Source: an optimization exercise on an open RTL-to-GDS flow (aim: small area and a short achievable clock period). Production flows keep margins and buffers that such runs may drop.
No run shown here included a check of the RTL's function; only the layout flow was run.

--- flow/design.v ---
module DSP(
input clk,
input rst,
input [15:0] dout,
output G2,
output [15:0] o
    );
reg [15:0] d0, d1, d2, d3, d4, d5, d6, d7;  
reg [18:0] sb;                              
reg [3:0]  co;                               
reg [3:0]  c;                               
reg [9:0]  q;                               
wire        old_ok = c[3];                  
wire [15:0] nd7    = ~(d7 & {16{old_ok}});    
wire [15:0] y;
wire ar_g0;
wire ar_p0;
wire ar_g1;
wire ar_p1;
wire ar_g2;
wire ar_p2;
wire ar_g3;
wire ar_p3;
wire ar_g4;
wire ar_p4;
wire ar_g5;
wire ar_p5;
wire ar_g6;
wire ar_p6;
wire ar_g7;
wire ar_p7;
wire ar_g8;
wire ar_p8;
wire ar_g9;
wire ar_p9;
wire ar_g10;
wire ar_p10;
wire ar_g11;
wire ar_p11;
wire ar_g12;
wire ar_p12;
wire ar_g13;
wire ar_p13;
wire ar_g14;
wire ar_p14;
wire ar_G1;
wire ar_G2;
wire ar_P2;
wire ar_G3;
wire ar_P3;
wire ar_G4;
wire ar_P4;
wire ar_G5;
wire ar_P5;
wire ar_G6;
wire ar_P6;
wire ar_G7;
wire ar_P7;
wire ar_G8;
wire ar_G9;
wire ar_G10;
wire ar_P10;
wire ar_G11;
wire ar_P11;
wire ar_G12;
wire ar_P12;
wire ar_G13;
wire ar_P13;
wire ar_G14;
wire ar_P14;
wire ar_G15;
wire ar_G16;
wire ar_G17;
wire ar_G18;
wire ar_G19;
wire ar_P19;
wire ar_G20;
wire ar_P20;
wire ar_G21;
wire ar_P21;
wire ar_G22;
wire ar_G23;
wire ar_G24;
wire ar_G25;
wire ar_G26;
wire ar_G27;
wire ar_G28;
wire ar_s0;
wire ar_s1;
wire ar_s2;
wire ar_s3;
wire ar_s4;
wire ar_s5;
wire ar_s6;
wire ar_s7;
wire ar_s8;
wire ar_s9;
wire ar_s10;
wire ar_s11;
wire ar_s12;
wire ar_s13;
wire ar_s14;
wire [18:0] r;
wire ap_g0;
wire ap_p0;
wire ap_g1;
wire ap_p1;
wire ap_g2;
wire ap_p2;
wire ap_g3;
wire ap_p3;
wire ap_g4;
wire ap_p4;
wire ap_g5;
wire ap_p5;
wire ap_g6;
wire ap_p6;
wire ap_g7;
wire ap_p7;
wire ap_g8;
wire ap_p8;
wire ap_g9;
wire ap_p9;
wire ap_g10;
wire ap_p10;
wire ap_g11;
wire ap_p11;
wire ap_g12;
wire ap_p12;
wire ap_g13;
wire ap_p13;
wire ap_g14;
wire ap_p14;
wire ap_g15;
wire ap_p15;
wire ap_g16;
wire ap_p16;
wire ap_g17;
wire ap_p17;
wire ap_g18;
wire ap_p18;
wire ap_g0c;
wire ap_G1;
wire ap_P1;
wire ap_G2;
wire ap_P2;
wire ap_G3;
wire ap_P3;
wire ap_G4;
wire ap_P4;
wire ap_G5;
wire ap_P5;
wire ap_G6;
wire ap_P6;
wire ap_G7;
wire ap_P7;
wire ap_G8;
wire ap_P8;
wire ap_G9;
wire ap_P9;
wire ap_G10;
wire ap_P10;
wire ap_G11;
wire ap_P11;
wire ap_G12;
wire ap_P12;
wire ap_G13;
wire ap_P13;
wire ap_G14;
wire ap_P14;
wire ap_G15;
wire ap_P15;
wire ap_G16;
wire ap_P16;
wire ap_G17;
wire ap_P17;
wire ap_G18;
wire ap_G19;
wire ap_P19;
wire ap_G20;
wire ap_P20;
wire ap_G21;
wire ap_P21;
wire ap_G22;
wire ap_P22;
wire ap_G23;
wire ap_P23;
wire ap_G24;
wire ap_P24;
wire ap_G25;
wire ap_P25;
wire ap_G26;
wire ap_P26;
wire ap_G27;
wire ap_P27;
wire ap_G28;
wire ap_P28;
wire ap_G29;
wire ap_P29;
wire ap_G30;
wire ap_P30;
wire ap_G31;
wire ap_P31;
wire ap_G32;
wire ap_P32;
wire ap_G33;
wire ap_P33;
wire ap_G34;
wire ap_G35;
wire ap_G36;
wire ap_P36;
wire ap_G37;
wire ap_P37;
wire ap_G38;
wire ap_P38;
wire ap_G39;
wire ap_P39;
wire ap_G40;
wire ap_P40;
wire ap_G41;
wire ap_P41;
wire ap_G42;
wire ap_P42;
wire ap_G43;
wire ap_P43;
wire ap_G44;
wire ap_P44;
wire ap_G45;
wire ap_P45;
wire ap_G46;
wire ap_P46;
wire ap_G47;
wire ap_G48;
wire ap_G49;
wire ap_G50;
wire ap_G51;
wire ap_P51;
wire ap_G52;
wire ap_P52;
wire ap_G53;
wire ap_P53;
wire ap_G54;
wire ap_G55;
wire ap_G56;
wire ap_G57;
wire ap_G58;
wire ap_G59;
wire ap_G60;
wire ap_G61;
wire ap_G62;
wire ap_G63;
wire ap_G64;
wire ap_s0;
wire ap_s1;
wire ap_s2;
wire ap_s3;
wire ap_s4;
wire ap_s5;
wire ap_s6;
wire ap_s7;
wire ap_s8;
wire ap_s9;
wire ap_s10;
wire ap_s11;
wire ap_s12;
wire ap_s13;
wire ap_s14;
wire ap_s15;
wire ap_s16;
wire ap_s17;
wire ap_s18;
wire [18:0] p;
wire ab0__g0;
wire ab0__p0;
wire ab0__g1;
wire ab0__p1;
wire ab0__g2;
wire ab0__p2;
wire ab0__g3;
wire ab0__p3;
wire ab0__G1;
wire ab0__P1;
wire ab0__G2;
wire ab0__P2;
wire ab0__G3;
wire ab0__G4;
wire ab0__G5;
wire ab0__s0;
wire ab0__s1;
wire ab0__s2;
wire ab0__s3;
wire ab1__g0;
wire ab1__p0;
wire ab1__g1;
wire ab1__p1;
wire ab1__g2;
wire ab1__p2;
wire ab1__g3;
wire ab1__p3;
wire ab1__G1;
wire ab1__P1;
wire ab1__G2;
wire ab1__P2;
wire ab1__G3;
wire ab1__G4;
wire ab1__G5;
wire ab1__s0;
wire ab1__s1;
wire ab1__s2;
wire ab1__s3;
wire ab2__g0;
wire ab2__p0;
wire ab2__g1;
wire ab2__p1;
wire ab2__g2;
wire ab2__p2;
wire ab2__g3;
wire ab2__p3;
wire ab2__G1;
wire ab2__P1;
wire ab2__G2;
wire ab2__P2;
wire ab2__G3;
wire ab2__G4;
wire ab2__G5;
wire ab2__s0;
wire ab2__s1;
wire ab2__s2;
wire ab2__s3;
wire ab3__g0;
wire ab3__p0;
wire ab3__g1;
wire ab3__p1;
wire ab3__g2;
wire ab3__p2;
wire ab3__g3;
wire ab3__p3;
wire ab3__G1;
wire ab3__P1;
wire ab3__G2;
wire ab3__P2;
wire ab3__G3;
wire ab3__G4;
wire ab3__G5;
wire ab3__s0;
wire ab3__s1;
wire ab3__s2;
wire ab3__s3;
wire [18:0] sb_next;
wire [3:0] co_next;
wire tx0;
wire tk1;
wire tx1;
wire tk2;
wire tx2;
wire tk3;
wire tx3;
wire tk4;
wire tx4;
wire tk5;
wire tx5;
wire tk6;
wire tx6;
wire tk7;
wire tx7;
wire tk8;
wire tx8;
wire tk9;
wire tx9;
wire tk10;
wire tx10;
wire tk11;
wire tx11;
wire tk12;
wire tx12;
wire tk13;
wire tx13;
wire tk14;
wire tx14;
wire tk15;
wire tx15;
wire tk16;
wire tx16;
wire tk17;
wire tx17;
wire tk18;
wire tx18;
wire tk19;
wire tx19;
wire tk20;
wire tx20;
wire tk21;
wire tx21;
wire tk22;
wire aq_g0;
wire aq_p0;
wire aq_g1;
wire aq_p1;
wire aq_g2;
wire aq_p2;
wire aq_g3;
wire aq_p3;
wire aq_g4;
wire aq_p4;
wire aq_g5;
wire aq_p5;
wire aq_g6;
wire aq_p6;
wire aq_g7;
wire aq_p7;
wire aq_g8;
wire aq_p8;
wire aq_g9;
wire aq_p9;
wire aq_g10;
wire aq_p10;
wire aq_g11;
wire aq_p11;
wire aq_g12;
wire aq_p12;
wire aq_g13;
wire aq_p13;
wire aq_g14;
wire aq_p14;
wire aq_g15;
wire aq_p15;
wire aq_g16;
wire aq_p16;
wire aq_g17;
wire aq_p17;
wire aq_g18;
wire aq_p18;
wire aq_g19;
wire aq_p19;
wire aq_g20;
wire aq_p20;
wire aq_g21;
wire aq_p21;
wire aq_g0c;
wire aq_G1;
wire aq_P1;
wire aq_G2;
wire aq_P2;
wire aq_G3;
wire aq_P3;
wire aq_G4;
wire aq_P4;
wire aq_G5;
wire aq_P5;
wire aq_G6;
wire aq_P6;
wire aq_G7;
wire aq_P7;
wire aq_G8;
wire aq_P8;
wire aq_G9;
wire aq_P9;
wire aq_G10;
wire aq_P10;
wire aq_G11;
wire aq_P11;
wire aq_G12;
wire aq_P12;
wire aq_G13;
wire aq_P13;
wire aq_G14;
wire aq_P14;
wire aq_G15;
wire aq_P15;
wire aq_G16;
wire aq_P16;
wire aq_G17;
wire aq_P17;
wire aq_G18;
wire aq_P18;
wire aq_G19;
wire aq_P19;
wire aq_G20;
wire aq_P20;
wire aq_G21;
wire aq_G22;
wire aq_P22;
wire aq_G23;
wire aq_P23;
wire aq_G24;
wire aq_P24;
wire aq_G25;
wire aq_P25;
wire aq_G26;
wire aq_P26;
wire aq_G27;
wire aq_P27;
wire aq_G28;
wire aq_P28;
wire aq_G29;
wire aq_P29;
wire aq_G30;
wire aq_P30;
wire aq_G31;
wire aq_P31;
wire aq_G32;
wire aq_P32;
wire aq_G33;
wire aq_P33;
wire aq_G34;
wire aq_P34;
wire aq_G35;
wire aq_P35;
wire aq_G36;
wire aq_P36;
wire aq_G37;
wire aq_P37;
wire aq_G38;
wire aq_P38;
wire aq_G39;
wire aq_P39;
wire aq_G40;
wire aq_G41;
wire aq_G42;
wire aq_P42;
wire aq_G43;
wire aq_P43;
wire aq_G44;
wire aq_P44;
wire aq_G45;
wire aq_P45;
wire aq_G46;
wire aq_P46;
wire aq_G47;
wire aq_P47;
wire aq_G48;
wire aq_P48;
wire aq_G49;
wire aq_P49;
wire aq_G50;
wire aq_P50;
wire aq_G51;
wire aq_P51;
wire aq_G52;
wire aq_P52;
wire aq_G53;
wire aq_P53;
wire aq_G54;
wire aq_P54;
wire aq_G55;
wire aq_P55;
wire aq_G56;
wire aq_G57;
wire aq_G58;
wire aq_G59;
wire aq_G60;
wire aq_P60;
wire aq_G61;
wire aq_P61;
wire aq_G62;
wire aq_P62;
wire aq_G63;
wire aq_P63;
wire aq_G64;
wire aq_P64;
wire aq_G65;
wire aq_P65;
wire aq_G66;
wire aq_G67;
wire aq_G68;
wire aq_G69;
wire aq_G70;
wire aq_G71;
wire aq_G72;
wire aq_G73;
wire aq_G74;
wire aq_G75;
wire aq_G76;
wire aq_G77;
wire aq_G78;
wire aq_G79;
wire aq_s0;
wire aq_s1;
wire aq_s2;
wire aq_s3;
wire aq_s4;
wire aq_s5;
wire aq_s6;
wire aq_s7;
wire aq_s8;
wire aq_s9;
wire aq_s10;
wire aq_s11;
wire aq_s12;
wire aq_s13;
wire aq_s14;
wire aq_s15;
wire aq_s16;
wire aq_s17;
wire aq_s18;
wire aq_s19;
wire aq_s20;
wire aq_s21;
wire [9:0] qn;
assign ar_g0 = sb[4] & co[0];
assign ar_p0 = sb[4] ^ co[0];
assign ar_g1 = sb[5] & 1'b0;
assign ar_p1 = sb[5] ^ 1'b0;
assign ar_g2 = sb[6] & 1'b0;
assign ar_p2 = sb[6] ^ 1'b0;
assign ar_g3 = sb[7] & 1'b0;
assign ar_p3 = sb[7] ^ 1'b0;
assign ar_g4 = sb[8] & co[1];
assign ar_p4 = sb[8] ^ co[1];
assign ar_g5 = sb[9] & 1'b0;
assign ar_p5 = sb[9] ^ 1'b0;
assign ar_g6 = sb[10] & 1'b0;
assign ar_p6 = sb[10] ^ 1'b0;
assign ar_g7 = sb[11] & 1'b0;
assign ar_p7 = sb[11] ^ 1'b0;
assign ar_g8 = sb[12] & co[2];
assign ar_p8 = sb[12] ^ co[2];
assign ar_g9 = sb[13] & 1'b0;
assign ar_p9 = sb[13] ^ 1'b0;
assign ar_g10 = sb[14] & 1'b0;
assign ar_p10 = sb[14] ^ 1'b0;
assign ar_g11 = sb[15] & 1'b0;
assign ar_p11 = sb[15] ^ 1'b0;
assign ar_g12 = sb[16] & co[3];
assign ar_p12 = sb[16] ^ co[3];
assign ar_g13 = sb[17] & 1'b0;
assign ar_p13 = sb[17] ^ 1'b0;
assign ar_g14 = sb[18] & 1'b0;
assign ar_p14 = sb[18] ^ 1'b0;
assign ar_G1 = ar_g1 | (ar_p1 & ar_g0);
assign ar_G2 = ar_g3 | (ar_p3 & ar_g2);
assign ar_P2 = ar_p3 & ar_p2;
assign ar_G3 = ar_g5 | (ar_p5 & ar_g4);
assign ar_P3 = ar_p5 & ar_p4;
assign ar_G4 = ar_g7 | (ar_p7 & ar_g6);
assign ar_P4 = ar_p7 & ar_p6;
assign ar_G5 = ar_g9 | (ar_p9 & ar_g8);
assign ar_P5 = ar_p9 & ar_p8;
assign ar_G6 = ar_g11 | (ar_p11 & ar_g10);
assign ar_P6 = ar_p11 & ar_p10;
assign ar_G7 = ar_g13 | (ar_p13 & ar_g12);
assign ar_P7 = ar_p13 & ar_p12;
assign ar_G8 = ar_g2 | (ar_p2 & ar_G1);
assign ar_G9 = ar_G2 | (ar_P2 & ar_G1);
assign ar_G10 = ar_g6 | (ar_p6 & ar_G3);
assign ar_P10 = ar_p6 & ar_P3;
assign ar_G11 = ar_G4 | (ar_P4 & ar_G3);
assign ar_P11 = ar_P4 & ar_P3;
assign ar_G12 = ar_g10 | (ar_p10 & ar_G5);
assign ar_P12 = ar_p10 & ar_P5;
assign ar_G13 = ar_G6 | (ar_P6 & ar_G5);
assign ar_P13 = ar_P6 & ar_P5;
assign ar_G14 = ar_g14 | (ar_p14 & ar_G7);
assign ar_P14 = ar_p14 & ar_P7;
assign ar_G15 = ar_g4 | (ar_p4 & ar_G9);
assign ar_G16 = ar_G3 | (ar_P3 & ar_G9);
assign ar_G17 = ar_G10 | (ar_P10 & ar_G9);
assign ar_G18 = ar_G11 | (ar_P11 & ar_G9);
assign ar_G19 = ar_g12 | (ar_p12 & ar_G13);
assign ar_P19 = ar_p12 & ar_P13;
assign ar_G20 = ar_G7 | (ar_P7 & ar_G13);
assign ar_P20 = ar_P7 & ar_P13;
assign ar_G21 = ar_G14 | (ar_P14 & ar_G13);
assign ar_P21 = ar_P14 & ar_P13;
assign ar_G22 = ar_g8 | (ar_p8 & ar_G18);
assign ar_G23 = ar_G5 | (ar_P5 & ar_G18);
assign ar_G24 = ar_G12 | (ar_P12 & ar_G18);
assign ar_G25 = ar_G13 | (ar_P13 & ar_G18);
assign ar_G26 = ar_G19 | (ar_P19 & ar_G18);
assign ar_G27 = ar_G20 | (ar_P20 & ar_G18);
assign ar_G28 = ar_G21 | (ar_P21 & ar_G18);
assign ar_s0 = ar_p0 ^ 1'b0;
assign ar_s1 = ar_p1 ^ ar_g0;
assign ar_s2 = ar_p2 ^ ar_G1;
assign ar_s3 = ar_p3 ^ ar_G8;
assign ar_s4 = ar_p4 ^ ar_G9;
assign ar_s5 = ar_p5 ^ ar_G15;
assign ar_s6 = ar_p6 ^ ar_G16;
assign ar_s7 = ar_p7 ^ ar_G17;
assign ar_s8 = ar_p8 ^ ar_G18;
assign ar_s9 = ar_p9 ^ ar_G22;
assign ar_s10 = ar_p10 ^ ar_G23;
assign ar_s11 = ar_p11 ^ ar_G24;
assign ar_s12 = ar_p12 ^ ar_G25;
assign ar_s13 = ar_p13 ^ ar_G26;
assign ar_s14 = ar_p14 ^ ar_G27;
assign r = {ar_s14, ar_s13, ar_s12, ar_s11, ar_s10, ar_s9, ar_s8, ar_s7, ar_s6, ar_s5, ar_s4, ar_s3, ar_s2, ar_s1, ar_s0, sb[3], sb[2], sb[1], sb[0]};
assign ap_g0 = r[0] & nd7[0];
assign ap_p0 = r[0] ^ nd7[0];
assign ap_g1 = r[1] & nd7[1];
assign ap_p1 = r[1] ^ nd7[1];
assign ap_g2 = r[2] & nd7[2];
assign ap_p2 = r[2] ^ nd7[2];
assign ap_g3 = r[3] & nd7[3];
assign ap_p3 = r[3] ^ nd7[3];
assign ap_g4 = r[4] & nd7[4];
assign ap_p4 = r[4] ^ nd7[4];
assign ap_g5 = r[5] & nd7[5];
assign ap_p5 = r[5] ^ nd7[5];
assign ap_g6 = r[6] & nd7[6];
assign ap_p6 = r[6] ^ nd7[6];
assign ap_g7 = r[7] & nd7[7];
assign ap_p7 = r[7] ^ nd7[7];
assign ap_g8 = r[8] & nd7[8];
assign ap_p8 = r[8] ^ nd7[8];
assign ap_g9 = r[9] & nd7[9];
assign ap_p9 = r[9] ^ nd7[9];
assign ap_g10 = r[10] & nd7[10];
assign ap_p10 = r[10] ^ nd7[10];
assign ap_g11 = r[11] & nd7[11];
assign ap_p11 = r[11] ^ nd7[11];
assign ap_g12 = r[12] & nd7[12];
assign ap_p12 = r[12] ^ nd7[12];
assign ap_g13 = r[13] & nd7[13];
assign ap_p13 = r[13] ^ nd7[13];
assign ap_g14 = r[14] & nd7[14];
assign ap_p14 = r[14] ^ nd7[14];
assign ap_g15 = r[15] & nd7[15];
assign ap_p15 = r[15] ^ nd7[15];
assign ap_g16 = r[16] & 1'b1;
assign ap_p16 = r[16] ^ 1'b1;
assign ap_g17 = r[17] & 1'b1;
assign ap_p17 = r[17] ^ 1'b1;
assign ap_g18 = r[18] & 1'b1;
assign ap_p18 = r[18] ^ 1'b1;
assign ap_g0c = ap_g0 | (ap_p0 & 1'b1);
assign ap_G1 = ap_g18 | (ap_p18 & ap_g17);
assign ap_P1 = ap_p18 & ap_p17;
assign ap_G2 = ap_g17 | (ap_p17 & ap_g16);
assign ap_P2 = ap_p17 & ap_p16;
assign ap_G3 = ap_g16 | (ap_p16 & ap_g15);
assign ap_P3 = ap_p16 & ap_p15;
assign ap_G4 = ap_g15 | (ap_p15 & ap_g14);
assign ap_P4 = ap_p15 & ap_p14;
assign ap_G5 = ap_g14 | (ap_p14 & ap_g13);
assign ap_P5 = ap_p14 & ap_p13;
assign ap_G6 = ap_g13 | (ap_p13 & ap_g12);
assign ap_P6 = ap_p13 & ap_p12;
assign ap_G7 = ap_g12 | (ap_p12 & ap_g11);
assign ap_P7 = ap_p12 & ap_p11;
assign ap_G8 = ap_g11 | (ap_p11 & ap_g10);
assign ap_P8 = ap_p11 & ap_p10;
assign ap_G9 = ap_g10 | (ap_p10 & ap_g9);
assign ap_P9 = ap_p10 & ap_p9;
assign ap_G10 = ap_g9 | (ap_p9 & ap_g8);
assign ap_P10 = ap_p9 & ap_p8;
assign ap_G11 = ap_g8 | (ap_p8 & ap_g7);
assign ap_P11 = ap_p8 & ap_p7;
assign ap_G12 = ap_g7 | (ap_p7 & ap_g6);
assign ap_P12 = ap_p7 & ap_p6;
assign ap_G13 = ap_g6 | (ap_p6 & ap_g5);
assign ap_P13 = ap_p6 & ap_p5;
assign ap_G14 = ap_g5 | (ap_p5 & ap_g4);
assign ap_P14 = ap_p5 & ap_p4;
assign ap_G15 = ap_g4 | (ap_p4 & ap_g3);
assign ap_P15 = ap_p4 & ap_p3;
assign ap_G16 = ap_g3 | (ap_p3 & ap_g2);
assign ap_P16 = ap_p3 & ap_p2;
assign ap_G17 = ap_g2 | (ap_p2 & ap_g1);
assign ap_P17 = ap_p2 & ap_p1;
assign ap_G18 = ap_g1 | (ap_p1 & ap_g0c);
assign ap_G19 = ap_G1 | (ap_P1 & ap_G3);
assign ap_P19 = ap_P1 & ap_P3;
assign ap_G20 = ap_G2 | (ap_P2 & ap_G4);
assign ap_P20 = ap_P2 & ap_P4;
assign ap_G21 = ap_G3 | (ap_P3 & ap_G5);
assign ap_P21 = ap_P3 & ap_P5;
assign ap_G22 = ap_G4 | (ap_P4 & ap_G6);
assign ap_P22 = ap_P4 & ap_P6;
assign ap_G23 = ap_G5 | (ap_P5 & ap_G7);
assign ap_P23 = ap_P5 & ap_P7;
assign ap_G24 = ap_G6 | (ap_P6 & ap_G8);
assign ap_P24 = ap_P6 & ap_P8;
assign ap_G25 = ap_G7 | (ap_P7 & ap_G9);
assign ap_P25 = ap_P7 & ap_P9;
assign ap_G26 = ap_G8 | (ap_P8 & ap_G10);
assign ap_P26 = ap_P8 & ap_P10;
assign ap_G27 = ap_G9 | (ap_P9 & ap_G11);
assign ap_P27 = ap_P9 & ap_P11;
assign ap_G28 = ap_G10 | (ap_P10 & ap_G12);
assign ap_P28 = ap_P10 & ap_P12;
assign ap_G29 = ap_G11 | (ap_P11 & ap_G13);
assign ap_P29 = ap_P11 & ap_P13;
assign ap_G30 = ap_G12 | (ap_P12 & ap_G14);
assign ap_P30 = ap_P12 & ap_P14;
assign ap_G31 = ap_G13 | (ap_P13 & ap_G15);
assign ap_P31 = ap_P13 & ap_P15;
assign ap_G32 = ap_G14 | (ap_P14 & ap_G16);
assign ap_P32 = ap_P14 & ap_P16;
assign ap_G33 = ap_G15 | (ap_P15 & ap_G17);
assign ap_P33 = ap_P15 & ap_P17;
assign ap_G34 = ap_G16 | (ap_P16 & ap_G18);
assign ap_G35 = ap_G17 | (ap_P17 & ap_g0c);
assign ap_G36 = ap_G19 | (ap_P19 & ap_G23);
assign ap_P36 = ap_P19 & ap_P23;
assign ap_G37 = ap_G20 | (ap_P20 & ap_G24);
assign ap_P37 = ap_P20 & ap_P24;
assign ap_G38 = ap_G21 | (ap_P21 & ap_G25);
assign ap_P38 = ap_P21 & ap_P25;
assign ap_G39 = ap_G22 | (ap_P22 & ap_G26);
assign ap_P39 = ap_P22 & ap_P26;
assign ap_G40 = ap_G23 | (ap_P23 & ap_G27);
assign ap_P40 = ap_P23 & ap_P27;
assign ap_G41 = ap_G24 | (ap_P24 & ap_G28);
assign ap_P41 = ap_P24 & ap_P28;
assign ap_G42 = ap_G25 | (ap_P25 & ap_G29);
assign ap_P42 = ap_P25 & ap_P29;
assign ap_G43 = ap_G26 | (ap_P26 & ap_G30);
assign ap_P43 = ap_P26 & ap_P30;
assign ap_G44 = ap_G27 | (ap_P27 & ap_G31);
assign ap_P44 = ap_P27 & ap_P31;
assign ap_G45 = ap_G28 | (ap_P28 & ap_G32);
assign ap_P45 = ap_P28 & ap_P32;
assign ap_G46 = ap_G29 | (ap_P29 & ap_G33);
assign ap_P46 = ap_P29 & ap_P33;
assign ap_G47 = ap_G30 | (ap_P30 & ap_G34);
assign ap_G48 = ap_G31 | (ap_P31 & ap_G35);
assign ap_G49 = ap_G32 | (ap_P32 & ap_G18);
assign ap_G50 = ap_G33 | (ap_P33 & ap_g0c);
assign ap_G51 = ap_G36 | (ap_P36 & ap_G44);
assign ap_P51 = ap_P36 & ap_P44;
assign ap_G52 = ap_G37 | (ap_P37 & ap_G45);
assign ap_P52 = ap_P37 & ap_P45;
assign ap_G53 = ap_G38 | (ap_P38 & ap_G46);
assign ap_P53 = ap_P38 & ap_P46;
assign ap_G54 = ap_G39 | (ap_P39 & ap_G47);
assign ap_G55 = ap_G40 | (ap_P40 & ap_G48);
assign ap_G56 = ap_G41 | (ap_P41 & ap_G49);
assign ap_G57 = ap_G42 | (ap_P42 & ap_G50);
assign ap_G58 = ap_G43 | (ap_P43 & ap_G34);
assign ap_G59 = ap_G44 | (ap_P44 & ap_G35);
assign ap_G60 = ap_G45 | (ap_P45 & ap_G18);
assign ap_G61 = ap_G46 | (ap_P46 & ap_g0c);
assign ap_G62 = ap_G51 | (ap_P51 & ap_G35);
assign ap_G63 = ap_G52 | (ap_P52 & ap_G18);
assign ap_G64 = ap_G53 | (ap_P53 & ap_g0c);
assign ap_s0 = ap_p0 ^ 1'b1;
assign ap_s1 = ap_p1 ^ ap_g0c;
assign ap_s2 = ap_p2 ^ ap_G18;
assign ap_s3 = ap_p3 ^ ap_G35;
assign ap_s4 = ap_p4 ^ ap_G34;
assign ap_s5 = ap_p5 ^ ap_G50;
assign ap_s6 = ap_p6 ^ ap_G49;
assign ap_s7 = ap_p7 ^ ap_G48;
assign ap_s8 = ap_p8 ^ ap_G47;
assign ap_s9 = ap_p9 ^ ap_G61;
assign ap_s10 = ap_p10 ^ ap_G60;
assign ap_s11 = ap_p11 ^ ap_G59;
assign ap_s12 = ap_p12 ^ ap_G58;
assign ap_s13 = ap_p13 ^ ap_G57;
assign ap_s14 = ap_p14 ^ ap_G56;
assign ap_s15 = ap_p15 ^ ap_G55;
assign ap_s16 = ap_p16 ^ ap_G54;
assign ap_s17 = ap_p17 ^ ap_G64;
assign ap_s18 = ap_p18 ^ ap_G63;
assign p = {ap_s18, ap_s17, ap_s16, ap_s15, ap_s14, ap_s13, ap_s12, ap_s11, ap_s10, ap_s9, ap_s8, ap_s7, ap_s6, ap_s5, ap_s4, ap_s3, ap_s2, ap_s1, ap_s0};
assign ab0__g0 = p[0] & dout[0];
assign ab0__p0 = p[0] ^ dout[0];
assign ab0__g1 = p[1] & dout[1];
assign ab0__p1 = p[1] ^ dout[1];
assign ab0__g2 = p[2] & dout[2];
assign ab0__p2 = p[2] ^ dout[2];
assign ab0__g3 = p[3] & dout[3];
assign ab0__p3 = p[3] ^ dout[3];
assign ab0__G1 = ab0__g3 | (ab0__p3 & ab0__g2);
assign ab0__P1 = ab0__p3 & ab0__p2;
assign ab0__G2 = ab0__g2 | (ab0__p2 & ab0__g1);
assign ab0__P2 = ab0__p2 & ab0__p1;
assign ab0__G3 = ab0__g1 | (ab0__p1 & ab0__g0);
assign ab0__G4 = ab0__G1 | (ab0__P1 & ab0__G3);
assign ab0__G5 = ab0__G2 | (ab0__P2 & ab0__g0);
assign ab0__s0 = ab0__p0 ^ 1'b0;
assign ab0__s1 = ab0__p1 ^ ab0__g0;
assign ab0__s2 = ab0__p2 ^ ab0__G3;
assign ab0__s3 = ab0__p3 ^ ab0__G5;
assign ab1__g0 = p[4] & dout[4];
assign ab1__p0 = p[4] ^ dout[4];
assign ab1__g1 = p[5] & dout[5];
assign ab1__p1 = p[5] ^ dout[5];
assign ab1__g2 = p[6] & dout[6];
assign ab1__p2 = p[6] ^ dout[6];
assign ab1__g3 = p[7] & dout[7];
assign ab1__p3 = p[7] ^ dout[7];
assign ab1__G1 = ab1__g3 | (ab1__p3 & ab1__g2);
assign ab1__P1 = ab1__p3 & ab1__p2;
assign ab1__G2 = ab1__g2 | (ab1__p2 & ab1__g1);
assign ab1__P2 = ab1__p2 & ab1__p1;
assign ab1__G3 = ab1__g1 | (ab1__p1 & ab1__g0);
assign ab1__G4 = ab1__G1 | (ab1__P1 & ab1__G3);
assign ab1__G5 = ab1__G2 | (ab1__P2 & ab1__g0);
assign ab1__s0 = ab1__p0 ^ 1'b0;
assign ab1__s1 = ab1__p1 ^ ab1__g0;
assign ab1__s2 = ab1__p2 ^ ab1__G3;
assign ab1__s3 = ab1__p3 ^ ab1__G5;
assign ab2__g0 = p[8] & dout[8];
assign ab2__p0 = p[8] ^ dout[8];
assign ab2__g1 = p[9] & dout[9];
assign ab2__p1 = p[9] ^ dout[9];
assign ab2__g2 = p[10] & dout[10];
assign ab2__p2 = p[10] ^ dout[10];
assign ab2__g3 = p[11] & dout[11];
assign ab2__p3 = p[11] ^ dout[11];
assign ab2__G1 = ab2__g3 | (ab2__p3 & ab2__g2);
assign ab2__P1 = ab2__p3 & ab2__p2;
assign ab2__G2 = ab2__g2 | (ab2__p2 & ab2__g1);
assign ab2__P2 = ab2__p2 & ab2__p1;
assign ab2__G3 = ab2__g1 | (ab2__p1 & ab2__g0);
assign ab2__G4 = ab2__G1 | (ab2__P1 & ab2__G3);
assign ab2__G5 = ab2__G2 | (ab2__P2 & ab2__g0);
assign ab2__s0 = ab2__p0 ^ 1'b0;
assign ab2__s1 = ab2__p1 ^ ab2__g0;
assign ab2__s2 = ab2__p2 ^ ab2__G3;
assign ab2__s3 = ab2__p3 ^ ab2__G5;
assign ab3__g0 = p[12] & dout[12];
assign ab3__p0 = p[12] ^ dout[12];
assign ab3__g1 = p[13] & dout[13];
assign ab3__p1 = p[13] ^ dout[13];
assign ab3__g2 = p[14] & dout[14];
assign ab3__p2 = p[14] ^ dout[14];
assign ab3__g3 = p[15] & dout[15];
assign ab3__p3 = p[15] ^ dout[15];
assign ab3__G1 = ab3__g3 | (ab3__p3 & ab3__g2);
assign ab3__P1 = ab3__p3 & ab3__p2;
assign ab3__G2 = ab3__g2 | (ab3__p2 & ab3__g1);
assign ab3__P2 = ab3__p2 & ab3__p1;
assign ab3__G3 = ab3__g1 | (ab3__p1 & ab3__g0);
assign ab3__G4 = ab3__G1 | (ab3__P1 & ab3__G3);
assign ab3__G5 = ab3__G2 | (ab3__P2 & ab3__g0);
assign ab3__s0 = ab3__p0 ^ 1'b0;
assign ab3__s1 = ab3__p1 ^ ab3__g0;
assign ab3__s2 = ab3__p2 ^ ab3__G3;
assign ab3__s3 = ab3__p3 ^ ab3__G5;
assign sb_next = {p[18:16], ab3__s3, ab3__s2, ab3__s1, ab3__s0, ab2__s3, ab2__s2, ab2__s1, ab2__s0, ab1__s3, ab1__s2, ab1__s1, ab1__s0, ab0__s3, ab0__s2, ab0__s1, ab0__s0};
assign co_next = {ab3__G4, ab2__G4, ab1__G4, ab0__G4};
assign tx0 = ~y[0] ^ y[6];
assign tk1 = ~y[0] & y[6];
assign tx1 = ~y[1] ^ y[7];
assign tk2 = ~y[1] & y[7];
assign tx2 = ~y[2] ^ y[8];
assign tk3 = ~y[2] & y[8];
assign tx3 = ~y[3] ^ y[9];
assign tk4 = ~y[3] & y[9];
assign tx4 = ~y[4] ^ y[10];
assign tk5 = ~y[4] & y[10];
assign tx5 = ~y[5] ^ y[11];
assign tk6 = ~y[5] & y[11];
assign tx6 = y[0] ^ ~y[6] ^ y[12];
assign tk7 = (y[0] & ~y[6]) | (y[0] & y[12]) | (~y[6] & y[12]);
assign tx7 = y[1] ^ ~y[7] ^ y[13];
assign tk8 = (y[1] & ~y[7]) | (y[1] & y[13]) | (~y[7] & y[13]);
assign tx8 = y[2] ^ ~y[8] ^ y[14];
assign tk9 = (y[2] & ~y[8]) | (y[2] & y[14]) | (~y[8] & y[14]);
assign tx9 = y[3] ^ ~y[9] ^ y[15];
assign tk10 = (y[3] & ~y[9]) | (y[3] & y[15]) | (~y[9] & y[15]);
assign tx10 = y[4] ^ ~y[10];
assign tk11 = y[4] & ~y[10];
assign tx11 = y[5] ^ ~y[11];
assign tk12 = y[5] & ~y[11];
assign tx12 = y[6] ^ ~y[12];
assign tk13 = y[6] & ~y[12];
assign tx13 = y[7] ^ ~y[13];
assign tk14 = y[7] & ~y[13];
assign tx14 = y[8] ^ ~y[14];
assign tk15 = y[8] & ~y[14];
assign tx15 = y[9] ^ ~y[15];
assign tk16 = y[9] & ~y[15];
assign tx16 = y[10] ^ 1'b1;
assign tk17 = y[10] & 1'b1;
assign tx17 = y[11] ^ 1'b1;
assign tk18 = y[11] & 1'b1;
assign tx18 = y[12] ^ 1'b1;
assign tk19 = y[12] & 1'b1;
assign tx19 = y[13] ^ 1'b1;
assign tk20 = y[13] & 1'b1;
assign tx20 = y[14] ^ 1'b1;
assign tk21 = y[14] & 1'b1;
assign tx21 = y[15] ^ 1'b1;
assign tk22 = y[15] & 1'b1;
assign aq_g0 = tx0 & 1'b0;
assign aq_p0 = tx0 ^ 1'b0;
assign aq_g1 = tx1 & tk1;
assign aq_p1 = tx1 ^ tk1;
assign aq_g2 = tx2 & tk2;
assign aq_p2 = tx2 ^ tk2;
assign aq_g3 = tx3 & tk3;
assign aq_p3 = tx3 ^ tk3;
assign aq_g4 = tx4 & tk4;
assign aq_p4 = tx4 ^ tk4;
assign aq_g5 = tx5 & tk5;
assign aq_p5 = tx5 ^ tk5;
assign aq_g6 = tx6 & tk6;
assign aq_p6 = tx6 ^ tk6;
assign aq_g7 = tx7 & tk7;
assign aq_p7 = tx7 ^ tk7;
assign aq_g8 = tx8 & tk8;
assign aq_p8 = tx8 ^ tk8;
assign aq_g9 = tx9 & tk9;
assign aq_p9 = tx9 ^ tk9;
assign aq_g10 = tx10 & tk10;
assign aq_p10 = tx10 ^ tk10;
assign aq_g11 = tx11 & tk11;
assign aq_p11 = tx11 ^ tk11;
assign aq_g12 = tx12 & tk12;
assign aq_p12 = tx12 ^ tk12;
assign aq_g13 = tx13 & tk13;
assign aq_p13 = tx13 ^ tk13;
assign aq_g14 = tx14 & tk14;
assign aq_p14 = tx14 ^ tk14;
assign aq_g15 = tx15 & tk15;
assign aq_p15 = tx15 ^ tk15;
assign aq_g16 = tx16 & tk16;
assign aq_p16 = tx16 ^ tk16;
assign aq_g17 = tx17 & tk17;
assign aq_p17 = tx17 ^ tk17;
assign aq_g18 = tx18 & tk18;
assign aq_p18 = tx18 ^ tk18;
assign aq_g19 = tx19 & tk19;
assign aq_p19 = tx19 ^ tk19;
assign aq_g20 = tx20 & tk20;
assign aq_p20 = tx20 ^ tk20;
assign aq_g21 = tx21 & tk21;
assign aq_p21 = tx21 ^ tk21;
assign aq_g0c = aq_g0 | (aq_p0 & 1'b1);
assign aq_G1 = aq_g21 | (aq_p21 & aq_g20);
assign aq_P1 = aq_p21 & aq_p20;
assign aq_G2 = aq_g20 | (aq_p20 & aq_g19);
assign aq_P2 = aq_p20 & aq_p19;
assign aq_G3 = aq_g19 | (aq_p19 & aq_g18);
assign aq_P3 = aq_p19 & aq_p18;
assign aq_G4 = aq_g18 | (aq_p18 & aq_g17);
assign aq_P4 = aq_p18 & aq_p17;
assign aq_G5 = aq_g17 | (aq_p17 & aq_g16);
assign aq_P5 = aq_p17 & aq_p16;
assign aq_G6 = aq_g16 | (aq_p16 & aq_g15);
assign aq_P6 = aq_p16 & aq_p15;
assign aq_G7 = aq_g15 | (aq_p15 & aq_g14);
assign aq_P7 = aq_p15 & aq_p14;
assign aq_G8 = aq_g14 | (aq_p14 & aq_g13);
assign aq_P8 = aq_p14 & aq_p13;
assign aq_G9 = aq_g13 | (aq_p13 & aq_g12);
assign aq_P9 = aq_p13 & aq_p12;
assign aq_G10 = aq_g12 | (aq_p12 & aq_g11);
assign aq_P10 = aq_p12 & aq_p11;
assign aq_G11 = aq_g11 | (aq_p11 & aq_g10);
assign aq_P11 = aq_p11 & aq_p10;
assign aq_G12 = aq_g10 | (aq_p10 & aq_g9);
assign aq_P12 = aq_p10 & aq_p9;
assign aq_G13 = aq_g9 | (aq_p9 & aq_g8);
assign aq_P13 = aq_p9 & aq_p8;
assign aq_G14 = aq_g8 | (aq_p8 & aq_g7);
assign aq_P14 = aq_p8 & aq_p7;
assign aq_G15 = aq_g7 | (aq_p7 & aq_g6);
assign aq_P15 = aq_p7 & aq_p6;
assign aq_G16 = aq_g6 | (aq_p6 & aq_g5);
assign aq_P16 = aq_p6 & aq_p5;
assign aq_G17 = aq_g5 | (aq_p5 & aq_g4);
assign aq_P17 = aq_p5 & aq_p4;
assign aq_G18 = aq_g4 | (aq_p4 & aq_g3);
assign aq_P18 = aq_p4 & aq_p3;
assign aq_G19 = aq_g3 | (aq_p3 & aq_g2);
assign aq_P19 = aq_p3 & aq_p2;
assign aq_G20 = aq_g2 | (aq_p2 & aq_g1);
assign aq_P20 = aq_p2 & aq_p1;
assign aq_G21 = aq_g1 | (aq_p1 & aq_g0c);
assign aq_G22 = aq_G1 | (aq_P1 & aq_G3);
assign aq_P22 = aq_P1 & aq_P3;
assign aq_G23 = aq_G2 | (aq_P2 & aq_G4);
assign aq_P23 = aq_P2 & aq_P4;
assign aq_G24 = aq_G3 | (aq_P3 & aq_G5);
assign aq_P24 = aq_P3 & aq_P5;
assign aq_G25 = aq_G4 | (aq_P4 & aq_G6);
assign aq_P25 = aq_P4 & aq_P6;
assign aq_G26 = aq_G5 | (aq_P5 & aq_G7);
assign aq_P26 = aq_P5 & aq_P7;
assign aq_G27 = aq_G6 | (aq_P6 & aq_G8);
assign aq_P27 = aq_P6 & aq_P8;
assign aq_G28 = aq_G7 | (aq_P7 & aq_G9);
assign aq_P28 = aq_P7 & aq_P9;
assign aq_G29 = aq_G8 | (aq_P8 & aq_G10);
assign aq_P29 = aq_P8 & aq_P10;
assign aq_G30 = aq_G9 | (aq_P9 & aq_G11);
assign aq_P30 = aq_P9 & aq_P11;
assign aq_G31 = aq_G10 | (aq_P10 & aq_G12);
assign aq_P31 = aq_P10 & aq_P12;
assign aq_G32 = aq_G11 | (aq_P11 & aq_G13);
assign aq_P32 = aq_P11 & aq_P13;
assign aq_G33 = aq_G12 | (aq_P12 & aq_G14);
assign aq_P33 = aq_P12 & aq_P14;
assign aq_G34 = aq_G13 | (aq_P13 & aq_G15);
assign aq_P34 = aq_P13 & aq_P15;
assign aq_G35 = aq_G14 | (aq_P14 & aq_G16);
assign aq_P35 = aq_P14 & aq_P16;
assign aq_G36 = aq_G15 | (aq_P15 & aq_G17);
assign aq_P36 = aq_P15 & aq_P17;
assign aq_G37 = aq_G16 | (aq_P16 & aq_G18);
assign aq_P37 = aq_P16 & aq_P18;
assign aq_G38 = aq_G17 | (aq_P17 & aq_G19);
assign aq_P38 = aq_P17 & aq_P19;
assign aq_G39 = aq_G18 | (aq_P18 & aq_G20);
assign aq_P39 = aq_P18 & aq_P20;
assign aq_G40 = aq_G19 | (aq_P19 & aq_G21);
assign aq_G41 = aq_G20 | (aq_P20 & aq_g0c);
assign aq_G42 = aq_G22 | (aq_P22 & aq_G26);
assign aq_P42 = aq_P22 & aq_P26;
assign aq_G43 = aq_G23 | (aq_P23 & aq_G27);
assign aq_P43 = aq_P23 & aq_P27;
assign aq_G44 = aq_G24 | (aq_P24 & aq_G28);
assign aq_P44 = aq_P24 & aq_P28;
assign aq_G45 = aq_G25 | (aq_P25 & aq_G29);
assign aq_P45 = aq_P25 & aq_P29;
assign aq_G46 = aq_G26 | (aq_P26 & aq_G30);
assign aq_P46 = aq_P26 & aq_P30;
assign aq_G47 = aq_G27 | (aq_P27 & aq_G31);
assign aq_P47 = aq_P27 & aq_P31;
assign aq_G48 = aq_G28 | (aq_P28 & aq_G32);
assign aq_P48 = aq_P28 & aq_P32;
assign aq_G49 = aq_G29 | (aq_P29 & aq_G33);
assign aq_P49 = aq_P29 & aq_P33;
assign aq_G50 = aq_G30 | (aq_P30 & aq_G34);
assign aq_P50 = aq_P30 & aq_P34;
assign aq_G51 = aq_G31 | (aq_P31 & aq_G35);
assign aq_P51 = aq_P31 & aq_P35;
assign aq_G52 = aq_G32 | (aq_P32 & aq_G36);
assign aq_P52 = aq_P32 & aq_P36;
assign aq_G53 = aq_G33 | (aq_P33 & aq_G37);
assign aq_P53 = aq_P33 & aq_P37;
assign aq_G54 = aq_G34 | (aq_P34 & aq_G38);
assign aq_P54 = aq_P34 & aq_P38;
assign aq_G55 = aq_G35 | (aq_P35 & aq_G39);
assign aq_P55 = aq_P35 & aq_P39;
assign aq_G56 = aq_G36 | (aq_P36 & aq_G40);
assign aq_G57 = aq_G37 | (aq_P37 & aq_G41);
assign aq_G58 = aq_G38 | (aq_P38 & aq_G21);
assign aq_G59 = aq_G39 | (aq_P39 & aq_g0c);
assign aq_G60 = aq_G42 | (aq_P42 & aq_G50);
assign aq_P60 = aq_P42 & aq_P50;
assign aq_G61 = aq_G43 | (aq_P43 & aq_G51);
assign aq_P61 = aq_P43 & aq_P51;
assign aq_G62 = aq_G44 | (aq_P44 & aq_G52);
assign aq_P62 = aq_P44 & aq_P52;
assign aq_G63 = aq_G45 | (aq_P45 & aq_G53);
assign aq_P63 = aq_P45 & aq_P53;
assign aq_G64 = aq_G46 | (aq_P46 & aq_G54);
assign aq_P64 = aq_P46 & aq_P54;
assign aq_G65 = aq_G47 | (aq_P47 & aq_G55);
assign aq_P65 = aq_P47 & aq_P55;
assign aq_G66 = aq_G48 | (aq_P48 & aq_G56);
assign aq_G67 = aq_G49 | (aq_P49 & aq_G57);
assign aq_G68 = aq_G50 | (aq_P50 & aq_G58);
assign aq_G69 = aq_G51 | (aq_P51 & aq_G59);
assign aq_G70 = aq_G52 | (aq_P52 & aq_G40);
assign aq_G71 = aq_G53 | (aq_P53 & aq_G41);
assign aq_G72 = aq_G54 | (aq_P54 & aq_G21);
assign aq_G73 = aq_G55 | (aq_P55 & aq_g0c);
assign aq_G74 = aq_G60 | (aq_P60 & aq_G58);
assign aq_G75 = aq_G61 | (aq_P61 & aq_G59);
assign aq_G76 = aq_G62 | (aq_P62 & aq_G40);
assign aq_G77 = aq_G63 | (aq_P63 & aq_G41);
assign aq_G78 = aq_G64 | (aq_P64 & aq_G21);
assign aq_G79 = aq_G65 | (aq_P65 & aq_g0c);
assign aq_s0 = aq_p0 ^ 1'b1;
assign aq_s1 = aq_p1 ^ aq_g0c;
assign aq_s2 = aq_p2 ^ aq_G21;
assign aq_s3 = aq_p3 ^ aq_G41;
assign aq_s4 = aq_p4 ^ aq_G40;
assign aq_s5 = aq_p5 ^ aq_G59;
assign aq_s6 = aq_p6 ^ aq_G58;
assign aq_s7 = aq_p7 ^ aq_G57;
assign aq_s8 = aq_p8 ^ aq_G56;
assign aq_s9 = aq_p9 ^ aq_G73;
assign aq_s10 = aq_p10 ^ aq_G72;
assign aq_s11 = aq_p11 ^ aq_G71;
assign aq_s12 = aq_p12 ^ aq_G70;
assign aq_s13 = aq_p13 ^ aq_G69;
assign aq_s14 = aq_p14 ^ aq_G68;
assign aq_s15 = aq_p15 ^ aq_G67;
assign aq_s16 = aq_p16 ^ aq_G66;
assign aq_s17 = aq_p17 ^ aq_G79;
assign aq_s18 = aq_p18 ^ aq_G78;
assign aq_s19 = aq_p19 ^ aq_G77;
assign aq_s20 = aq_p20 ^ aq_G76;
assign aq_s21 = aq_p21 ^ aq_G75;
assign qn = {aq_s21, aq_s20, aq_s19, aq_s18, aq_s17, aq_s16, aq_s15, aq_s14, aq_s13, aq_s12};
assign y = r[18:3];
always @(posedge clk) begin
  d0 <= dout;
  d1 <= d0;
  d2 <= d1;
  d3 <= d2;
  d4 <= d3;
  d5 <= d4;
  d6 <= d5;
  d7 <= d6;
  if (rst) begin
    sb <= 19'd0;
    co <= 4'd0;
    c  <= 4'd0;
    q  <= 10'd0;
  end else begin
    sb <= sb_next;
    co <= co_next;
    c  <= c + {3'd0, ~old_ok};
    q  <= qn;
  end
end
assign o  = {6'd0, q};
assign G2 = 1'b0;
endmodule
--- flow/flow/run.sh ---
#!/bin/bash
# Standard layout, with the port buffers made of buf_2 cells instead of the
# default choice (clkdlybuf4s50_1, a delay cell). Every port is still buffered.
set -euo pipefail
export BUFFER_PORTS_ARGS="-buffer_cell sky130_fd_sc_hd__buf_2"
bash standard.sh > standard.log 2>&1
--- flow/standard.sh ---
#!/bin/bash
# synth_recipe.tcl (not shown) runs the flow's synth.tcl, then flattens the netlist and writes it again
# the make line also repeats each setting of config.mk as NAME=value (left out here)
make -C /OpenROAD-flow-scripts/flow DESIGN_CONFIG=/design/flow/config.mk WORK_HOME=/design/flow/orfs CLKGATE_MAP_FILE= SYNTH_SCRIPT=/design/flow/synth_recipe.tcl "${@:-finish}"
--- flow/config.mk ---
export PLATFORM = sky130hd
export DESIGN_NAME = DSP
export DESIGN_NICKNAME = DSP
export VERILOG_FILES = /design/flow/design.v
export SDC_FILE = /design/flow/constraint.sdc
export NUM_CORES = 4
export LEC_CHECK = 0
export CAP_MARGIN = 20
export CORE_MARGIN = 2
export CORE_UTILIZATION = 40
export CTS_BUF_LIST = sky130_fd_sc_hd__clkbuf_4 sky130_fd_sc_hd__clkbuf_8
export SLEW_MARGIN = 20
--- flow/constraint.sdc ---
create_clock -name core_clock -period 16.0 [get_ports {clk}]
set_input_delay 3.2000 -clock core_clock [delete_from_list [all_inputs] [get_ports {clk}]]
set_output_delay 3.2000 -clock core_clock [all_outputs]
set_load 0.01 [all_outputs]
==> load_flow_metrics.sql, run 1 <==
INSERT INTO impl_metrics (metric_group, metric, value, unit) VALUES
('outcome', 'result_of_the_run', 'timing/DRC/antenna clean', ''),
('sta', 'timing.final.crit_share', '27.3', '%'),
('drt', 'drt_iter0_drc', '192', ''),
('clock_network', 'library_cell_used_as_clock_root_buffer', 'sky130_fd_sc_hd__clkbuf_8', ''),
('clock_network', 'post-cts-setup-buffers', '0', ''),
('floorplan', 'die_width', '130', 'um'),
('clock_network', 'post_cts_hold_buffer_count', '0', ''),
('sta', 'fin_worst_skew', '0.00568', 'ns'),
('critical_path', 'crit-reg2reg-launch', 'co[0]', ''),
('sta', 'worst_slew_margin_rel', '53.4', '%'),
('placed_design', 'place.detailed.hpwl', '7800', 'um'),
('job', 'cap_viol_max_count', '0', ''),
('global_routing', 'gr-total-overflow', '0', ''),
('clock_network', 'tritoncts', 'done', ''),
('hold_path', 'min_delay_path_depth', '0', ''),
('sta', 'finalSetupTns', '0', 'ns'),
('clock_network', 'clk-insertion-delay-late', '0.45', 'ns'),
('critical_path', 'crit_slowest_cell', 'sky130_fd_sc_hd__fa_1', ''),
('synth', 'synthesis.instances', '572', ''),
('synth', 'synth_warnings', '1', ''),
('sta', 'final-hold-violation-count', '0', ''),
('floorplan', 'floorplan.initialDensity', '40.5', '%'),
('drt', 'dr_total_vias', '3897', ''),
('critical_path', 'worst_path_largest_cell_delay', '0.45', 'ns'),
('drt', 'finalWirelength', '10600', 'um'),
('drt', 'drt_pass1_iterations', '4', ''),
('placed_design', 'place_congestion', '0.788', ''),
('floorplan', 'ios', '35', ''),
('critical_path', 'timing.critical_path.from', 'co[0]', ''),
('final_layout', 'n_fill_cell', '1470', ''),
('critical_path', 'reg2reg_to', 'q[7]', ''),
('synth', 'synth.ff_latch_count', '165', ''),
('clock_network', 'clock_sink_count', '165', ''),
('drt', 'ant_nets', '0', ''),
('drt', 'post_drt_wl_per_cell', '12.6', 'um'),
('critical_path', 'timing.critical_path.required', '16.32', 'ns'),
('final_layout', 'largest-register', 'sb', ''),
('synth', 'post_synth.cell_area_avg', '11.1', 'sq um'),
('critical_path', 'worstPathArrival', '4.69', 'ns'),
('critical_path', 'critical_path.max_fanout', '6', ''),
('placed_design', 'place.port_buffers', '27', ''),
('final_layout', 'area_of_the_multi_input_gates', '0.00288', 'sq mm'),
('synth', 'synth_sequential_area_ratio', '51.9', '%'),
('drt', 'drcViolationCount', '0', ''),
('sta', 'worst_hold_slack', '0.329', 'ns'),
('clock_network', 'cts-resized-gates', '0', ''),
('clock_network', 'ctsLongestPathBuffers', '2', ''),
('final_layout', 'layout-drive-gt1-share', '10.5', '%'),
('hold_path', 'min-delay-path-class', 'reg2reg', ''),
('clock_network', 'cts.htree.levels', '4', ''),
('sta', 'max_clock_freq', '229', 'MHz'),
('floorplan', 'chipHeight', '130', 'um'),
('global_routing', 'grt_antenna_before_repair', '0', ''),
('sta', 'min_period', '4.37', 'ns'),
('final_layout', 'most-common-layout-cells', '165 x sky130_fd_sc_hd__dfxtp_1, 73 x sky130_fd_sc_hd__ha_1, 40 x sky130_fd_sc_hd__nor2_1', ''),
('critical_path', 'timing.critical_path.to', 'q[7]', ''),
('final_layout', 'layout.cells.most_common', 'sky130_fd_sc_hd__dfxtp_1', ''),
('clock_network', 'clk_transition_reported_paths', '0.09', 'ns'),
('drt', 'viasPerCell', '4.67', ''),
('critical_path', 'worst-r2r-cell-count', '17', ''),
('critical_path', 'worst_setup_path_start_kind', 'flip-flop', ''),
('synth', 'yosysUniqueCellTypes', '46', '');
==> final cells by class <==
type / instances / area share [%]
timing repair buffer: 27 / 1.91
sequential: 165 / 46.6
inverter: 28 / 1.48
clock inverter: 13 / 2.08
tap: 216 / 3.82
clock buffer: 18 / 3.41
multi-input combinational: 368 / 40.7
==> metal layers <==
layer | vias up | wire length [um] | track usage (%)
li1 | 2009 | - | -
met1 | 1793 | 5220 | 17.0
met2 | 72 | 4640 | 21.3
met3 | 23 | 435 | 4.39
met4 | 0 | 255 | 7.21
met5 | - | 0 | 0
==> worst min path at each step <==
stage            from     end  slack (ns)
4_1_cts        d3[14]  d4[14]        0.33
5_1_grt        d0[13]  d1[13]        0.34
3_5_place_dp    d1[8]   d2[8]        0.31
6_report        d6[1]   d7[1]        0.33
2_1_floorplan   d0[0]   d1[0]        0.31
3_3_place_gp   d4[13]  d5[13]        0.31
==> cell families after synthesis <==
| family | share of synthesized area, % |
|---|---|
| other | 0.0589 |
| AOI/OAI and AO/OA | 12.4 |
| and+or+nand+nor | 8.02 |
| adders and majority gates | 18.0 |
| DFF | 51.9 |
| buffers and inverters | 3.19 |
| xor gates and xnor gates | 6.47 |
==> per-stage QoR <==
step	cell area [sq um]	utilization, %	instances	setup WS (ns)
2_1_floorplan	6390	-	578	11.76
3_3_place_gp	6690	42.6	804	11.58
3_5_place_dp	6690	42.6	804	11.49
4_1_cts	7080	45.1	835	11.58
5_1_grt	7080	45.1	835	11.24
6_report	7080	45.1	835	11.63
==> synth_stat cells (all sizes together) <==
cell type | number | area (sq um)
a21oi | 34 | 174
or3 | 1 | 6.26
a211o | 1 | 8.76
nand2b | 1 | 6.26
o31a | 1 | 8.76
inv | 28 | 105
fa | 11 | 220
a2111oi | 1 | 8.76
ha | 73 | 913
dfxtp | 165 | 3300
nor2b | 12 | 75.1
nand4 | 6 | 37.5
a311oi | 2 | 17.5
o22ai | 1 | 12.5
o21a | 8 | 60.1
a2111o | 1 | 11.3
a2bb2oi | 2 | 17.5
nor2 | 40 | 150
a21o | 25 | 188
xnor2 | 27 | 236
conb | 1 | 3.75
o211ai | 3 | 32.5
and3 | 5 | 31.3
buf | 9 | 67.6
xor2 | 20 | 175
o21ai | 22 | 110
a41o | 1 | 10.0
a221oi | 1 | 8.76
and4 | 3 | 26.3
and2 | 3 | 18.8
nor3 | 1 | 5.00
a31o | 2 | 17.5
nand3 | 4 | 20.0
and4b | 1 | 10.0
o2bb2ai | 1 | 8.76
maj3 | 1 | 11.3
nand2 | 33 | 124
o31ai | 3 | 22.5
a31oi | 4 | 25.0
a211oi | 6 | 45.0
clkbuf | 8 | 30.0
==> worst max-delay path: cells and delay by family, from the launching register on <==
family,cells,cell delay [ns]
AO/OA/AOI/OAI,6,1.53
XOR/XNOR,2,0.49
adder cells (fa/ha/maj),5,1.44
buffers and inverters,1,0.11
flip-flops,1,0.34
AND/OR/NAND/NOR,3,0.30
==> run 2, diff against run 1 <==
==> flow/flow/run.sh (replaced) <==
#!/bin/bash
# Standard layout, with the port buffers made of buf_2 cells instead of the
# default choice (clkdlybuf4s50_1, a delay cell), and timing repair aiming
# for more setup slack than the clock period needs. Every port is still buffered.
set -euo pipefail
export BUFFER_PORTS_ARGS="-buffer_cell sky130_fd_sc_hd__buf_2"
export SETUP_SLACK_MARGIN=11.7
bash standard.sh > standard.log 2>&1
==> load_flow_metrics.sql, run 2 <==
INSERT INTO impl_metrics (metric_group, metric, value, unit) VALUES
('critical_path', 'timing.critical_path.required', '16.31', 'ns'),
('drt', 'ant_nets', '0', ''),
('critical_path', 'critical_path.max_fanout', '4', ''),
('critical_path', 'worstPathBufferInverterCount', '0', ''),
('drt', 'post_drt_wl_per_cell', '12.7', 'um'),
('sta', 'min_period', '4.12', 'ns'),
('synth', 'yosysUniqueCellTypes', '46', ''),
('sta', 'setup_ws', '11.88', 'ns'),
('clock_network', 'clk_transition_reported_paths', '0.09', 'ns'),
('synth', 'post_synth_fa_ha_maj_area_fraction', '18.0', '%'),
('drt', 'finalWirelength', '10600', 'um'),
('outcome', 'result_of_the_run', 'timing/DRC/antenna clean', ''),
('synth', 'synth.ff_latch_count', '165', ''),
('synth', 'compound_cell_area_share_of_the_yosys_netlist', '12.4', '%'),
('critical_path', 'path_delay_family', 'compound AO/OA/AOI/OAI gates', ''),
('synth', 'synth_enable_flop_cells', '0', ''),
('clock_network', 'clock_sink_count', '165', ''),
('synth', 'synth.largest_area_cell', 'sky130_fd_sc_hd__dfxtp_1', ''),
('critical_path', 'timing.critical_path.from', 'co[0]', ''),
('final_layout', 'layout-drive-gt1-share', '12.1', '%'),
('synth', 'synthesis.instances', '572', ''),
('placed_design', 'place.detailed.hpwl', '7800', 'um'),
('synth', 'synth_warnings', '1', ''),
('synth', 'synthMuxAreaShare', '0', '%'),
('synth', 'synth_top_family_by_area', 'adder cells', ''),
('sta', 'fin_worst_skew', '0.00518', 'ns'),
('final_layout', 'largest-register', 'sb', ''),
('critical_path', 'crit-reg2reg-launch', 'co[0]', ''),
('clock_network', 'clk-insertion-delay-late', '0.45', 'ns'),
('final_layout', 'layout.cells.most_common', 'sky130_fd_sc_hd__dfxtp_1', ''),
('final_layout', 'final_core_utilization', '45.5', '%'),
('synth', 'synth_xor_xnor_area_share', '6.47', '%');
==> run 2: changes by cell type in the layout (fill, tap and decap cells not counted), sizes merged <==
cell	previous run	this run
buf	27	28
==> run 2: routing by layer <==
metal | vias to the layer above | part of all wire [%] | GRT usage (%)
li1 | 2012 | - | -
met1 | 1790 | 50 | 17.0
met2 | 75 | 44 | 21.2
met3 | 21 | 3.8 | 4.39
met4 | 0 | 2.3 | 7.21
met5 | - | 0 | 0
==> run 2: area by class of cell <==
class                      instances  area (sq um)
fill                            1463          8560
sequential                       165          3300
multi-input combinational        368          2940
tap                              216           270
clock buffer                      18           241
clock inverter                    13           148
timing repair buffer              28           143
inverter                          28           105
==> run 2: what timing repair did <==
action                                  4_1_cts  5_1_grt
setup buffers                                 1        0
pin swaps                                     1        4
gates resized for setup                       2       10
endpoints found under the hold margin         0        0
endpoints found under the setup margin        5        7
hold buffers                                  0        0
==> run 2: kinds of logic after synthesis <==
kind of cell / count (synthesis)
buf+inv: 45
compound gates: 119
flops: 165
fa+ha+maj: 85
simple gates: 110
other cells: 1
xor+xnor: 47
==> run 2: worst paths after layout <==
kind            to  cells after the start
min reg2reg  d7[1]                      0
min          d7[1]                      0
max           q[5]                     16
max reg2reg   q[5]                     16
==> run 2: worst reg2reg max path, delay by kind of cell (launching register included) <==
kind                       cells  cell delay (ns)
AOI/OAI and AO/OA              9             1.74
and+or+nand+nor                3             0.69
adders and majority gates      4             1.21
DFF                            1             0.34
==> run 2: per-stage QoR <==
stage,cells,area [sq um]
final,836,7150
after global routing,836,7150
after CTS,836,7100
after detailed placement,804,6690
after global placement,804,6690
after floorplan,578,6390

afterwards: timing with drivers on the ports:
Ports are ideal in the flow. The routed layouts listed here were re-timed in OpenROAD. Step 1 sets driving cells, clkbuf_16 on the clock port and buf_2 on the other inputs (assumed; they add their load-dependent delay and slew). Step 2 moves the port delays by t, midway between the first and last clock arrival at a register: inputs arrive t later, outputs are due t later. That takes back most of the time a late clock gives input paths. Slacks: ideal ports / drivers / drivers and shift; pairs: ideal ports / drivers.
run	t, ns	slack for setup (ns)	worst hold slack (ns)	latest minus earliest clock arrival (ns)	worst slew at a driven data input, ns
run 1	0.488	11.630 / 11.630 / 11.501	0.329 / 0.329 / 0.329	0.006 / 0.006	0.03
run 2	0.488	11.877 / 11.874 / 11.499	0.328 / 0.328 / 0.328	0.006 / 0.006	0.03
After both steps every run listed still meets setup and hold. For run 2, which loses most, drivers alone change the setup slack by -0.003 ns; drivers and shift together by -0.378 ns.
